Background: an optimization exercise with open tools, aiming at small area and a short achievable clock period. Do not read the settings as production practice.
Function was checked by simulation only, so behaviour that the tests miss may differ from the original.

## flow/design.v (module list and top-level ports; edited modules follow where they fit)
// module csa_fa: 10 lines
// module FFT64: 3836 lines
module FFT64 #(
    parameter width = 16
) (
    input                           clk,
    input                           rst_n,
    input                           di_en,
    input       signed  [width-1:0] di_re,
    input       signed  [width-1:0] di_img,
    output reg                      do_en,
    output reg  signed  [width-1:0] do_re,
    output reg  signed  [width-1:0] do_img
);
  // ...
==> flow/flow/run.sh <==
#!/bin/bash
bash standard.sh SETUP_SLACK_MARGIN=7.3 "BUFFER_PORTS_ARGS=-buffer_cell sky130_fd_sc_hd__buf_2" CTS_CLUSTER_SIZE=32 CTS_CLUSTER_DIAMETER=60 finish > standard.log 2>&1
==> flow/standard.sh <==
#!/bin/bash
# synth_recipe.tcl (not shown) runs the flow's synth.tcl, then flattens the netlist and writes it again
# the make line also repeats each setting of config.mk as NAME=value (left out here)
make -C /OpenROAD-flow-scripts/flow DESIGN_CONFIG=/design/flow/config.mk WORK_HOME=/design/flow/orfs CLKGATE_MAP_FILE= SYNTH_SCRIPT=/design/flow/synth_recipe.tcl "${@:-finish}"
==> flow/config.mk <==
export PLATFORM = sky130hd
export DESIGN_NAME = FFT64
export DESIGN_NICKNAME = FFT64
export VERILOG_FILES = /design/flow/design.v
export SDC_FILE = /design/flow/constraint.sdc
export NUM_CORES = 8
export LEC_CHECK = 0
export CAP_MARGIN = 20
export CORE_MARGIN = 2
export CORE_UTILIZATION = 55
export SLEW_MARGIN = 20
export SYNTH_HIERARCHICAL = 1
export SYNTH_MINIMUM_KEEP_SIZE = 0
==> flow/constraint.sdc <==
create_clock -name core_clock -period 11.0 [get_ports {clk}]
set_input_delay 2.2000 -clock core_clock [delete_from_list [all_inputs] [get_ports {clk}]]
set_output_delay 2.2000 -clock core_clock [all_outputs]
set_load 0.01 [all_outputs]
==> impl_metrics.py, run 1 <==
metrics = {
    "logic_synthesis": {
        "synth_adder_area_share_pct": 13.58,
        "synth-compound-area-share_pct": 7.743,
        "ys_warn_count": 43,
        "ys_seq_area_share_pct": 60.93,
        "netlist.top_cell.by_area": "dfxtp_1",
    },
    "die": {
        "row_count": 182,
        "die_h_um": 500.6,
    },
    "place": {
        "port_buffers": 67,
        "dp_slack_ps": 6630,
    },
    "grt": {
        "grt_use_total_pct": 22.71,
        "grt.overflow.total": 0,
        "met3_usage_pct": 2.963,
        "top_usage_layer": "met2",
        "global_route.usage.met1_pct": 28.96,
    },
    "worst_setup_path": {
        "cp-start-kind": "register",
        "setup.worst_path.end": "my_im_b3$_DFF_P_",
        "path_class": "reg2reg",
        "crit_required_ps": 11710,
    },
    "layout": {
        "n_antenna_cell": 5,
        "nets": 12090,
        "multiInputGateArea_um2": 48290,
        "fin_util_pct": 59.61,
        "fin_area_um2": 146300,
        "regArea_um2": 82790,
        "clk_share_pct": 4.725,
        "layout_commonest_cell": "dfxtp_1",
    },
    "worst_hold_path": {
        "hold_path.startpoint": "l3_im[6][15]$_DFF_P_",
    },
    "clocking": {
        "cts_buffers": 195,
        "cts_tree": "yes",
        "clk_pin_slew_worst_paths_ps": 110,
        "numClockSinks": 4123,
    },
    "timing": {
        "finalCriticalPeriod_ps": 3620,
        "drv_slew": 0,
        "rsz0062_at_grt": "true",
        "fmax_mhz": 276.2,
        "finalHoldViolCount": 0,
    },
    "run_status": {
        "run_status": "no timing/DRC/antenna violations",
    },
}
==> run 2: changes to the inputs <==
==> flow/flow/run.sh (replaced) <==
#!/bin/bash
bash standard.sh SETUP_SLACK_MARGIN=7.3 "BUFFER_PORTS_ARGS=-buffer_cell sky130_fd_sc_hd__buf_2" CTS_CLUSTER_SIZE=36 CTS_CLUSTER_DIAMETER=50 finish > standard.log 2>&1
--- a/flow/config.mk
+++ b/flow/config.mk
@@ -9,3 +9,3 @@
 export CORE_MARGIN = 2
-export CORE_UTILIZATION = 55
+export CORE_UTILIZATION = 60
 export SLEW_MARGIN = 20
==> run 2 against run 1 <==
Against the previous run: maximum frequency shrank 0.66%; count of clock-buffer cells in the layout grew 100; worst setup slack lost 24 ps; sequential share of layout area shrank 1.4 points; still clean on timing, DRC and antenna; area after synthesis is the same; die area shrank 8.3%; sequential cell count is the same; critical path depth grew 2; final area grew 2.5%; register-to-register slack lost 20 ps; via count grew 1.9%.
==> impl_metrics.py, run 2 <==
metrics = {
    "grt": {
        "grt.overflow.total": 0,
        "antenna_found_initial": 10,
        "grt_max_degree": 106,
        "grt_pass1_wl_um": 442300,
        "first_global_vias": 75450,
        "grt_use_total_pct": 24.86,
    },
    "detailed_routing": {
        "first_iter_violations": 4926,
        "vias": 74480,
        "routed_wl_um": 286900,
        "drc": 0,
        "drtPass1Iterations": 6,
        "via_per_inst": 5.216,
        "wl_per_cell_um": 20.10,
        "ant_nets": 0,
    },
    "worst_setup_path": {
        "crit_path_max_fanout": 32,
        "slowest_stage": "fa_1",
        "crit_chain": "buf_8 -> buf_16 -> a22oi_2 -> xor2_1 -> fa_1 -> fa_1 -> fa_1 -> fa_1 -> fa_1",
        "cp_slowest_stage_delay_ps": 590,
        "crit_required_ps": 11770,
        "setup.worst_path.end": "my_im_b7$_DFF_P_",
        "cp.arrival_ps": 4410,
        "cp-start-kind": "register",
        "startpoint": "iy_neg[3]$_DFF_P_",
        "r2r_cells": 9,
        "reg2reg_to": "my_im_b7$_DFF_P_",
        "r2r_start": "iy_neg[3]$_DFF_P_",
        "path_class": "reg2reg",
        "ff2ff_setup_slack_ps": 7360,
        "cpMostUsedCell": "fa_1",
        "end_kind": "register",
    },
    "logic_synthesis": {
        "yosysUniqueCellTypes": 106,
        "async_flop_share_pct": 0.4851,
        "synth_most_common_cell": "dfxtp_1",
        "ys_warn_count": 43,
        "synthTopCellsByArea": "dfxtp_1 61%, fa_1 8.5%, ha_1 5.0%",
        "avgSynthCellArea_um2": 12.20,
        "synth_top_area_share_pct": 60.56,
        "synthFlopType": "dfxtp_1",
        "synth_edf_count": 0,
        "synth-seq-cells": 4123,
        "synth_cells": 11120,
        "netlist.top_cell.by_area": "dfxtp_1",
        "synth_common_cells": "4,103 x dfxtp_1, 780 x inv_1, 660 x xnor2_1, 657 x nand2_1, 576 x fa_1",
        "ys_seq_area_share_pct": 60.93,
        "netlist_area_um2": 135600,
    },
    "worst_hold_path": {
        "hold_class": "reg2reg",
    },
    "place": {
        "place_congestion": 0.8870,
        "dp_slack_ps": 6687,
        "dp_hpwl_um": 196000,
        "dpl_cell_area_um2": 138400,
        "port_buffers": 67,
    },
    "die": {
        "core_area_um2": 224700,
        "design.die.area_um2": 229900,
        "die_h_um": 479.5,
        "start_util_pct": 60.37,
        "die_width_um": 479.5,
        "row_count": 174,
        "io_pins": 68,
    },
    "layout": {
        "top_regs": "l1_im x512, l1_re x512",
        "nets": 12200,
        "fin_area_um2": 150000,
        "area_growth_pct": 10.62,
        "layout_commonest_cell": "dfxtp_1",
        "drive_gt1_share_pct": 9.493,
        "final_cell_mix": "4,028 x dfxtp_1, 777 x inv_1, 656 x nand2_1",
    },
    "timing": {
        "finalCriticalPeriod_ps": 3645,
        "tightest_slew_ps": 1050,
        "setup_violations": 0,
        "rsz0062_at_grt": "true",
        "drv_slew": 0,
        "maxSlewHeadroom_pct": 27.99,
        "fin_crit_sh_pct": 33.13,
        "clock_skew_ps": 92.70,
        "finalHoldViolCount": 0,
        "worst_slack_ps": 7356,
        "fmax_mhz": 274.4,
        "fin_tns_setup_ps": 0,
    },
    "run_status": {
        "run_status": "no timing/DRC/antenna violations",
    },
    "clocking": {
        "clk_pin_slew_worst_paths_ps": 110,
        "clockBufferDepth": 4,
        "cts_buffers": 291,
        "cts_tree": "yes",
        "htree_levels": 5,
        "clock_latency_ps": 970,
        "numClockSinks": 4123,
        "root_buffer": "clkbuf_16",
    },
    "run": {
        "maxCapViolCount": 0,
    },
}
## run 2: cell count changes in the layout (fill, tap and decap cells not counted), moves of 10 or more
| cell | before | now |
|---|---|---|
| clkbuf_16 | 200 | 302 |
| diode_2 | 5 | 15 |
| clkinvlp_4 | 7 | 17 |
| clkinv_8 | 13 | 35 |
| buf_4 | 68 | 83 |
| inv_6 | 12 | 29 |
| inv_12 | 15 | 26 |
| inv_8 | 13 | 23 |
| inv_16 | 9 | 24 |
## run 2: per-stage QoR
stage          util (%)  hold WS (ps)  std cells
2_1_floorplan         -         309.6      11120
3_3_place_gp      61.59         309.5      13730
3_5_place_dp      61.59         312.1      13730
4_1_cts           66.60         279.2      14260
5_1_grt           66.77         274.8      14270
6_report          66.78         280.5      14280
## run 2: how the worst min path moves through the flow
stage	start	end	cells after the start
5_1_grt	l1_re[23][12]$_DFF_P_	l1_re[24][12]$_DFF_P_	0
3_5_place_dp	ba_im[21][10]$_DFF_P_	ba_im[22][10]$_DFF_P_	0
3_3_place_gp	l3_re[4][14]$_DFF_P_	l3_re[5][14]$_DFF_P_	0
2_1_floorplan	ba_im[9][0]$_DFF_P_	ba_im[10][0]$_DFF_P_	0
6_report	l1_re[23][12]$_DFF_P_	l1_re[24][12]$_DFF_P_	0
4_1_cts	bb_re[7][1]$_DFF_P_	bb_re[8][1]$_DFF_P_	0
## run 2: Yosys stat by module, one instance, submodules excluded
module  copies in the design  cell area, um2  flops+latches
FFT64                      1          126400           4123
csa_fa                   460           20.02              0
## run 2: worst max-delay path: cells and delay by family (launching register included)
| family | cells | cell delay [ps] |
|---|---|---|
| XOR/XNOR | 1 | 210 |
| buffers and inverters | 2 | 460 |
| adder cells (fa/ha/maj) | 5 | 2390 |
| flip-flops | 1 | 330 |
| AO/OA/AOI/OAI | 1 | 110 |
## run 2: metal layers
metal	GRT usage, %	wire, um
met2	42.36	140000
met5	0	0
met1	32.31	123300
met4	10.09	11700
met3	2.908	11940
## run 2: cell families (layout without fill, tap and decap cells)
family / Yosys count / count (layout) / share of synthesized area (%)
mux: 370 / 370 / 2.944
xor+xnor: 866 / 866 / 5.622
compound gates: 1646 / 1646 / 7.743
other cells: 1 / 17 / 0.002765
flops: 4123 / 4123 / 60.93
buf+inv: 1324 / 1476 / 3.695
simple gates: 1659 / 1659 / 5.489
fa+ha+maj: 1129 / 1129 / 13.58
## run 2: repair_timing
item / 4_1_cts / 5_1_grt
buffers inserted: 12 / 3
cloned: 1 / 2
endpoints found under the setup margin: 146 / 87
hold buffers: 0 / 0
pin swaps: 1 / 5
gates resized for setup: 87 / 65
## run 2: cell type report
type | instances | area, um2
Sequential cell | 4123 | 82780
Fill cell | 16640 | 74640
Multi-Input combinational cell | 5672 | 48320
Clock buffer | 315 | 7634
Tap cell | 2992 | 3744
Clock inverter | 199 | 3199
Inverter | 791 | 2990
Timing Repair Buffer | 171 | 1338
Antenna cell | 15 | 37.54
==> run 3: changes to the inputs <==
==> flow/flow/run.sh (replaced) <==
#!/bin/bash
# Layout flow: the standard ORFS flow (standard.sh, unchanged synthesis)
# with these changes to how the layout is made:
#  - timing repair aims at 7.3 ns of setup slack (the clock stays 11 ns),
#  - the port buffers are plain buf_2 cells,
#  - clock-tree sinks are clustered in groups of up to 24 within 100 um.
# The whole output of the flow goes to standard.log in this folder.
bash standard.sh SETUP_SLACK_MARGIN=7.3 \
  "BUFFER_PORTS_ARGS=-buffer_cell sky130_fd_sc_hd__buf_2" \
  CTS_CLUSTER_SIZE=24 CTS_CLUSTER_DIAMETER=100 \
  finish > standard.log 2>&1
--- a/flow/config.mk
+++ b/flow/config.mk
@@ -9,3 +9,3 @@
 export CORE_MARGIN = 2
-export CORE_UTILIZATION = 60
+export CORE_UTILIZATION = 55
 export SLEW_MARGIN = 20
==> run 3 against run 2 <==
Against the previous run: still clean on timing, DRC and antenna; sequential cell count stayed put; worst hold slack worse by 4.3 ps; die area is 9.0% higher; utilization is 7.7 points lower; final area is 3.4% lower; worst setup slack worse by 11 ps; register-to-register slack hardly changed.
==> impl_metrics.py, run 3 <==
metrics = {
    "run_status": {
        "run_status": "no timing/DRC/antenna violations",
    },
    "place": {
        "dp_hpwl_um": 197800,
        "dpl_cell_area_um2": 138600,
        "dp_cells": 13950,
        "port_buffers": 67,
        "place_congestion": 0.8727,
    },
    "grt": {
        "grt.overflow.total": 0,
        "antenna_found_initial": 11,
        "top_usage_layer": "met2",
        "grt_use_total_pct": 22.77,
        "global_route.usage.met1_pct": 29.06,
        "grt_max_degree": 114,
        "first_global_vias": 74660,
        "use_met2_pct": 39.72,
        "met3_usage_pct": 2.979,
        "grt_pass1_wl_um": 440800,
    },
    "worst_hold_path": {
        "hold_class": "reg2reg",
        "hold_path.startpoint": "l2_im[9][4]$_DFF_P_",
    },
    "clocking": {
        "cts_buffers": 195,
        "clk_pin_slew_worst_paths_ps": 90,
        "clockBufferDepth": 3,
        "cts_tree": "yes",
        "root_buffer": "clkbuf_16",
        "clock_latency_ps": 880,
        "numClockSinks": 4123,
        "htree_levels": 4,
    },
    "worst_setup_path": {
        "cpMostUsedCell": "fa_1",
        "crit_path_max_fanout": 12,
        "startpoint": "ay_re[3]$_DFF_P_",
        "crit_chain": "a22oi_1 -> xnor2_1 -> fa_1 -> fa_1 -> fa_1 -> fa_1 -> fa_1",
        "path_delay_family": "adder cells",
        "r2r_start": "ay_re[3]$_DFF_P_",
        "path_class": "reg2reg",
        "slowest_stage": "dfxtp_1",
        "cp_slowest_stage_delay_ps": 800,
        "cp.buffers_inverters": 0,
        "end_kind": "register",
        "crit_required_ps": 11740,
        "ff2ff_setup_slack_ps": 7340,
        "cp-start-kind": "register",
        "cp.arrival_ps": 4400,
    },
    "die": {
        "start_util_pct": 55.25,
        "core_area_um2": 245500,
        "design.die.area_um2": 250600,
        "die_width_um": 500.6,
        "io_pins": 68,
        "row_count": 182,
        "die_h_um": 500.6,
    },
    "logic_synthesis": {
        "synthFlopType": "dfxtp_1",
        "synth_most_common_cell": "dfxtp_1",
        "synth_edf_count": 0,
        "async_flop_share_pct": 0.4851,
        "synth_common_cells": "4,103 x dfxtp_1, 780 x inv_1, 660 x xnor2_1, 657 x nand2_1, 576 x fa_1",
        "synth_cells": 11120,
        "ys_seq_area_share_pct": 60.93,
        "yosysUniqueCellTypes": 106,
        "synth-seq-cells": 4123,
        "synthTopCellsByArea": "dfxtp_1 61%, fa_1 8.5%, ha_1 5.0%",
        "ys_warn_count": 43,
        "synth_top_area_share_pct": 60.56,
        "avgSynthCellArea_um2": 12.20,
        "netlist_area_um2": 135600,
        "netlist.top_cell.by_area": "dfxtp_1",
    },
    "timing": {
        "tightest_slew_ps": 1182,
        "rsz0062_at_grt": "true",
        "drv_slew": 0,
        "finalHoldViolCount": 0,
        "fin_tns_setup_ps": 0,
        "fin_crit_sh_pct": 33.23,
        "fmax_mhz": 273.6,
        "maxSlewHeadroom_pct": 21.21,
        "finalCriticalPeriod_ps": 3655,
        "clock_skew_ps": 79.20,
        "setup_violations": 0,
    },
    "detailed_routing": {
        "ant_nets": 0,
        "vias": 73090,
        "via_per_inst": 5.144,
        "routed_wl_um": 285900,
        "first_iter_violations": 4614,
        "drtPass1Iterations": 6,
        "drc": 0,
        "wl_per_cell_um": 20.12,
    },
    "layout": {
        "fin_area_um2": 144900,
        "top_regs": "l1_im x512, l1_re x512",
        "regArea_um2": 82790,
        "layout_commonest_cell": "dfxtp_1",
        "drive_gt1_share_pct": 7.110,
        "fin_cells": 14210,
        "area_growth_pct": 6.860,
        "nets": 12100,
        "multiInputGateArea_um2": 48320,
        "final_cell_mix": "4,029 x dfxtp_1, 777 x inv_1, 656 x nand2_1",
        "fill_cells": 19990,
    },
    "run": {
        "maxCapViolCount": 0,
    },
}
-- run 3: Yosys stat by module (local to each module, per instance) --
module	cell area, um2	flops+latches
csa_fa	20.02	0
FFT64	126400	4123
-- run 3: area by class of cell --
cell class / instances / area share (%)
diodes: 4 / 0.006906
clock inverters: 28 / 0.3876
clock buffers: 208 / 3.422
flip-flops and latches: 4123 / 57.12
inverters: 791 / 2.064
repair buffers: 163 / 0.8909
well taps: 3220 / 2.780
multi-input cells: 5672 / 33.33
-- run 3: path summary, 6_finish.rpt --
path	cells after the start	end
max	7	my_re_b3$_DFF_P_
min	0	l2_im[10][4]$_DFF_P_
max reg2reg	7	my_re_b3$_DFF_P_
min reg2reg	0	l2_im[10][4]$_DFF_P_
max in group asynchronous	1	c2[0]$_DFF_PN1_
min in group asynchronous	1	c1[1]$_DFF_PN0_
-- run 3: layer usage --
layer,part of all wire [%],up-vias
met1,43,35770
li1,-,35430
met5,0.014,-
met3,4.0,420
met4,3.6,6
met2,49,1462
-- run 3: metrics by stage --
step	setup slack, ps	util [%]	hold WS [ps]
after floorplan	7265	-	309.6
after global placement	6581	56.47	309.5
after detailed placement	6630	56.48	312.1
after CTS	7279	58.89	272.1
after global routing	7263	59.04	279.4
final	7345	59.05	276.2
-- run 3: cell families (layout without fill, tap and decap cells) --
logic type      after synthesis  count (layout)  share of synthesized area (%)
mux                         370             370                          2.944
other cells                   1               6                       0.002765
fa+ha+maj                  1129            1129                          13.58
flops                      4123            4123                          60.93
simple gates               1659            1659                          5.489
compound gates             1646            1646                          7.743
buf+inv                    1324            1190                          3.695
xor+xnor                    866             866                          5.622
-- run 3: repair_timing --
action | in CTS | in global routing
resized for setup | 93 | 57
hold buffers | 0 | 0
buffers inserted | 4 | 8
pin swaps | 4 | 15
setup endpoints to repair | 171 | 90
endpoints found under the hold margin | 0 | 0
cloned | 2 | 2

static timing again, ports no longer ideal:
No port has a modelled driver above. Below, the same layouts with a new extraction and two added sets of constraints. Step 1 sets driving cells, clkbuf_16 on the clock port and buf_2 on the other inputs (assumed; they add their load-dependent delay and slew). Step 2 moves the port delays by t, midway between the first and last clock arrival at a register: inputs arrive t later, outputs are due t later. That takes back most of the time a late clock gives input paths. Slacks: no drivers / after step 1 / after step 2; pairs: no drivers / after step 1.
| run | shift t [ns] | slack for setup (ns) | latest minus earliest clock arrival (ns) | worst data-port slew with drivers (ns) | cell pins on the clock port's net |
|---|---|---|---|---|---|
| run 1 | 0.938 | 7.380 / 7.309 / 7.380 | 0.077 / 0.077 | 0.04 | 1 |
| run 2 | 1.004 | 7.355 / 7.287 / 7.355 | 0.117 / 0.116 | 0.06 | 1 |
| run 3 | 0.940 | 7.345 / 7.311 / 7.345 | 0.086 / 0.086 | 0.04 | 1 |
After both steps setup and hold are still met in every run listed.
